What follows belongs to an exercise in optimizing a design on an open flow for small area and a short achievable clock period; a production flow would make more cautious choices. In this exercise RTL edits were held to simulation tests only and were not proved equivalent to the original. No activity file was given, so power comes from the tool's default toggle rates.

== v26 ==
## if_layer
module if_layer
(
    input clk,
    input rst,
    input [7:0] spike_in,
    output [1:0] spike_out,
    input [27:0] mem_addr,
    input [31:0] mem_din,
    input mem_wen,
    output [31:0] mem_dout
);
wire        acc_ok = (mem_addr[9:3] == 7'd0);       
wire [2:0]  acc_a  = mem_addr[2:0];
wire        sel1   = (mem_addr[27:10] == 18'd1);
wire        sel0   = (mem_addr[27:10] == 18'd0);
reg  [1:0]  clr;
wire [31:0] rd0, rd1;
wire n0_wsel = mem_wen & acc_ok & sel0;
reg [31:0] n0_w0;
reg [31:0] n0_w1;
reg [31:0] n0_w2;
reg [31:0] n0_w3;
reg [31:0] n0_w4;
reg [31:0] n0_w5;
reg [31:0] n0_w6;
reg [31:0] n0_w7;
reg [31:0] n0_rdata;
always @(posedge clk) begin
    if (n0_wsel && acc_a == 3'd0) n0_w0 <= mem_din;
    if (n0_wsel && acc_a == 3'd1) n0_w1 <= mem_din;
    if (n0_wsel && acc_a == 3'd2) n0_w2 <= mem_din;
    if (n0_wsel && acc_a == 3'd3) n0_w3 <= mem_din;
  ...
For scale: roughly 3900 cells after synthesis, about 110 I/O pins.
==> flow/config.mk <==
export PLATFORM = sky130hd
export DESIGN_NAME = if_layer
export DESIGN_NICKNAME = if_layer
export VERILOG_FILES = /design/flow/design.v
export SDC_FILE = /design/flow/constraint.sdc
export NUM_CORES = 4
export LEC_CHECK = 0
export CAP_MARGIN = 20
export CORE_MARGIN = 2
export CORE_UTILIZATION = 40
export PLACE_DENSITY = 0.6
export SLEW_MARGIN = 20
==> flow/constraint.sdc <==
create_clock -name core_clock -period 12.0 [get_ports {clk}]
set_input_delay 2.4000 -clock core_clock [delete_from_list [all_inputs] [get_ports {clk}]]
set_output_delay 2.4000 -clock core_clock [all_outputs]
set_load 0.01 [all_outputs]
standard.sh (not shown) runs the stock make flow with config.mk's settings and CLKGATE_MAP_FILE= SYNTH_SCRIPT=/design/flow/synth_recipe.tcl, a recipe that flattens the netlist after the stock synthesis.
==> flow/flow/run.sh <==
#!/bin/bash
# Own flow: the standard layout (standard.sh), with a larger setup
# margin for repair_timing so that the layout is optimised beyond the 12 ns
# target. The SDC (clock period, I/O delays, loads) is the standard flow's, unchanged.
set -euo pipefail
bash standard.sh SETUP_SLACK_MARGIN=6.0 finish > standard_flow.log 2>&1
Inputs modified between v26 and v59:
Settings: SETUP_SLACK_MARGIN now 5, previously not set.
==> flow/run.sh (new file) <==
#!/bin/bash
# synth_recipe.tcl (not shown) runs the flow's synth.tcl, then flattens the netlist and writes it again
# the make line also repeats each setting of config.mk as NAME=value (left out here)
make -C /OpenROAD-flow-scripts/flow DESIGN_CONFIG=/design/flow/config.mk WORK_HOME=/design/flow/orfs CLKGATE_MAP_FILE= SYNTH_SCRIPT=/design/flow/synth_recipe.tcl finish
removed: flow/flow/run.sh
removed: flow/standard.sh
## What came out
Clock buffer count is lower on v59. Wire length of the first global-routing pass shrinks slightly when moving from v26 to v59. Compared with v26, the router placed fewer vias in v59. Between v59 and v26, it is v59 whose relative area change from synthesis to final layout is lower, by 3.6 points. Across both runs, number of gates resized after CTS was lower for v59 than for v26.
Here is what was changed in the inputs of v54 compared with v59.
Settings: removing SETUP_SLACK_MARGIN (formerly 5).
==> flow/flow/run.sh (new file) <==
#!/bin/bash
# Own flow: the standard layout (standard.sh), with a larger setup
# margin for repair_timing so that the layout is optimised beyond the 12 ns
# target. The SDC (clock period, I/O delays, loads) is the standard flow's, unchanged.
set -euo pipefail
bash standard.sh SETUP_SLACK_MARGIN=6.0 CTS_BUF_LIST=sky130_fd_sc_hd__clkbuf_8 finish > standard_flow.log 2>&1
==> flow/standard.sh (new file) <==
#!/bin/bash
# synth_recipe.tcl (not shown) runs the flow's synth.tcl, then flattens the netlist and writes it again
# the make line also repeats each setting of config.mk as NAME=value (left out here)
make -C /OpenROAD-flow-scripts/flow DESIGN_CONFIG=/design/flow/config.mk WORK_HOME=/design/flow/orfs CLKGATE_MAP_FILE= SYNTH_SCRIPT=/design/flow/synth_recipe.tcl "${@:-finish}"
removed: flow/run.sh
### Flow results
For simple-gate portion of the synthesized area, v59 and v54 come out practically identical.
The number of buffer cells added on primary ports on v59 is in line with that on v54.
As of v54, routed wire length had risen by a few percent compared to v59.
Diff v54..v59 | mux cell area share after synthesis | unchanged
In v54, the setup slack on the worst flop-to-flop path came out 120 ps below the value in v59.
Summary of v54 over v59: critical path's largest stage delay went down 30 ps, sum of internal, switching and leakage power went up 0.0011 W, length of routed met3 wiring went up about 25%.
Input-level comparison between v13 and v54:
Settings: ABC_CLOCK_PERIOD_IN_PS newly set to 3000; SETUP_SLACK_MARGIN newly set to 5.
==> flow/run.sh (new file) <==
#!/bin/bash
# synth_recipe.tcl (not shown) runs the flow's synth.tcl, then flattens the netlist and writes it again
# the make line also repeats each setting of config.mk as NAME=value (left out here)
make -C /OpenROAD-flow-scripts/flow DESIGN_CONFIG=/design/flow/config.mk WORK_HOME=/design/flow/orfs CLKGATE_MAP_FILE= SYNTH_SCRIPT=/design/flow/synth_recipe.tcl finish
removed: flow/flow/run.sh
removed: flow/standard.sh
[summary]
The run showing the greater final worst clock skew is v54. Final cell area: v13 below v54. Looking at worst slack at placement, v13 sits 120 ps lower than v54 does. For the area overhead of the layout relative to synthesis, v13 came in 5.5 points lower than v54 did. v13 vs v54: fraction of cell area in non-clock buffers down. Status: multi-input gate count parity (v13, v54). Number of antenna violations at the first check in global routing on v13 is down relative to v54.

---

## job 101
Starting RTL as in the previous note.
export LEC_CHECK = 0
export CAP_MARGIN = 20
export CORE_MARGIN = 2
export CORE_UTILIZATION = 40
export CTS_CLUSTER_DIAMETER = 100
export CTS_CLUSTER_SIZE = 30
export PLACE_DENSITY = 0.6
export SETUP_SLACK_MARGIN = 5
export SLEW_MARGIN = 20
create_clock -name core_clock -period 12.0 [get_ports {clk}]
==> flow/flow/run.sh <==
#!/bin/bash
# Own flow: the standard synthesis and layout (standard.sh), with one
# netlist clean-up in between: flow/polarity.py flips full adders (self-dual)
# and 2-input gates to their complements where that removes inverters. It
# changes no register and no port. Each tool's output goes to a log here.
set -euo pipefail
R=orfs/results/sky130hd/if_layer/base
bash standard.sh synth > synth_standard.log 2>&1
cp $R/1_2_yosys.v 1_2_yosys.standard.v
python3 flow/polarity.py 1_2_yosys.standard.v $R/1_2_yosys.v > polarity.log 2>&1
rm -f $R/1_synth.odb $R/1_synth.sdc
bash standard.sh "BUFFER_PORTS_ARGS=-buffer_cell sky130_fd_sc_hd__buf_2" finish > layout_standard.log 2>&1
Other scripts of this flow, unchanged in this note and not shown: flow/flow/polarity.py
## Diff of input files: job 102 against job 101
Settings: CTS_CLUSTER_SIZE now 24, was 30; ABC_AREA now 1, previously not set; CTS_CLUSTER_DIAMETER now 80, was 100.
In job 102, total power of the final layout is lower than in job 101.
Between job 101 and job 102, the critical-path maximum fanout is lower for job 101.
Relative to job 101, final design area excluding fillers decreased by about 2.8% in job 102.
Critical path depth delta for job 102 relative to job 101: 15 lower
Here is what was changed in the inputs of job 103 compared with job 102.
Settings: ABC_AREA: 1 -> unset.
Taking job 102 as the reference, in job 103 minimum setup slack in the final design down 0.042 ns; area of all placed cells without fillers up 4.7%; post-synthesis average cell area up 1.6 um2.
Final net count of job 103 falls short of that of job 102 by more than 10%.
Between job 102 and job 103, post-layout minimum cycle time is lower for job 102, job 103 comes in above that.
Summary of job 103 over job 102: amount of wire on met2 after detailed routing held, largest incremental delay on the critical path level.
When the final numbers for job 102 and job 103 were put side by side, the measured slew at the worst slew-check pin turned out to be greater in job 103.
Setup changes, job 103 to job 104
Settings: PLACE_DENSITY: 0.6 -> 0.72; CORE_UTILIZATION: 40 -> 55.
Job 104: PASS, flow complete, no timing, DRC or antenna violations
The lower multi-input gate share of total cell area came out of job 103.
On job 104: portion of total power attributed to the clock network is 0.9 points higher than what job 103 gave.
Compared to job 103, the router laid down less metal wire for job 104.
Job 104 ended with less critical path depth than job 103.
Delta (job 104 minus job 103): fill cell instance count of the final layout lower; hold slack fell by 0.0039 ns; wire length of the first global-routing pass decreased 18 mm; combinational power share shows a reduction of 1.5 points.
The following lists how job 105 was set up differently from job 104:
Settings: a change of SETUP_SLACK_MARGIN from 5 to 4.6; a change of PLACE_DENSITY from 0.72 to 0.6; a change of CORE_UTILIZATION from 55 to 40.
--- outcome ---
Job 105 and job 104 all finish clean. Final cell area: job 105 below job 104. Re max-cap violation count: no difference whatsoever between job 105 and job 104. Compared with job 104, job 105 shows a lower non-clock buffer count. As of job 105, clock-buffer cell count had risen by a few percent compared to job 104. Comparing job 105 and job 104, the lower power dissipated in combinational cells was measured on job 105. Summary of job 105 over job 104: clock skew has decreased, sum of net half-perimeters after detailed placement has increased, post-CTS setup buffer count has decreased.

-- static timing again, ports no longer ideal --
How much do the figures lean on ideal ports? The routed layouts below were timed once more, with nothing changed but the port constraints. Step 1 (the two cells are an assumption about what drives the block):
set clk [get_ports {clk}]
set_driving_cell -lib_cell sky130_fd_sc_hd__clkbuf_16 $clk
set_driving_cell -lib_cell sky130_fd_sc_hd__buf_2 [delete_from_list [all_inputs] $clk]
Step 2 times the ports against the registers' clock, not the clock port: input delays grow and output delays shrink by t, the midpoint of the rising clock arrivals with the driver on. Slacks: ideal ports / drivers / drivers and shift; pairs: ideal ports / drivers.
run	shift t [ns]	setup slack, ns	hold WS [ns]	worst setup path at the end
v26	0.740	4.814 / 4.762 / 4.021	0.535 / 0.535 / 0.535	input to register
v59	0.716	4.877 / 4.788 / 4.072	0.539 / 0.539 / 0.539	input to register
v54	0.880	5.047 / 4.945 / 4.065	0.540 / 0.540 / 0.540	input to register
v13	0.716	4.877 / 4.788 / 4.072	0.539 / 0.539 / 0.539	input to register
job 101	0.675	4.952 / 4.744 / 4.069	0.550 / 0.550 / 0.550	input to register
job 102	0.710	5.071 / 5.051 / 4.476	0.505 / 0.505 / 0.505	input to register
job 103	0.696	5.028 / 4.828 / 4.133	0.546 / 0.546 / 0.546	input to register
job 104	0.694	4.990 / 4.766 / 4.072	0.543 / 0.543 / 0.543	input to register
job 105	0.712	4.722 / 4.603 / 3.891	0.551 / 0.551 / 0.551	input to register
After both steps setup and hold are still met in every run listed. The setup slack of v54, which loses most, moves by -0.102 ns with the drivers and by -0.982 ns with both steps.
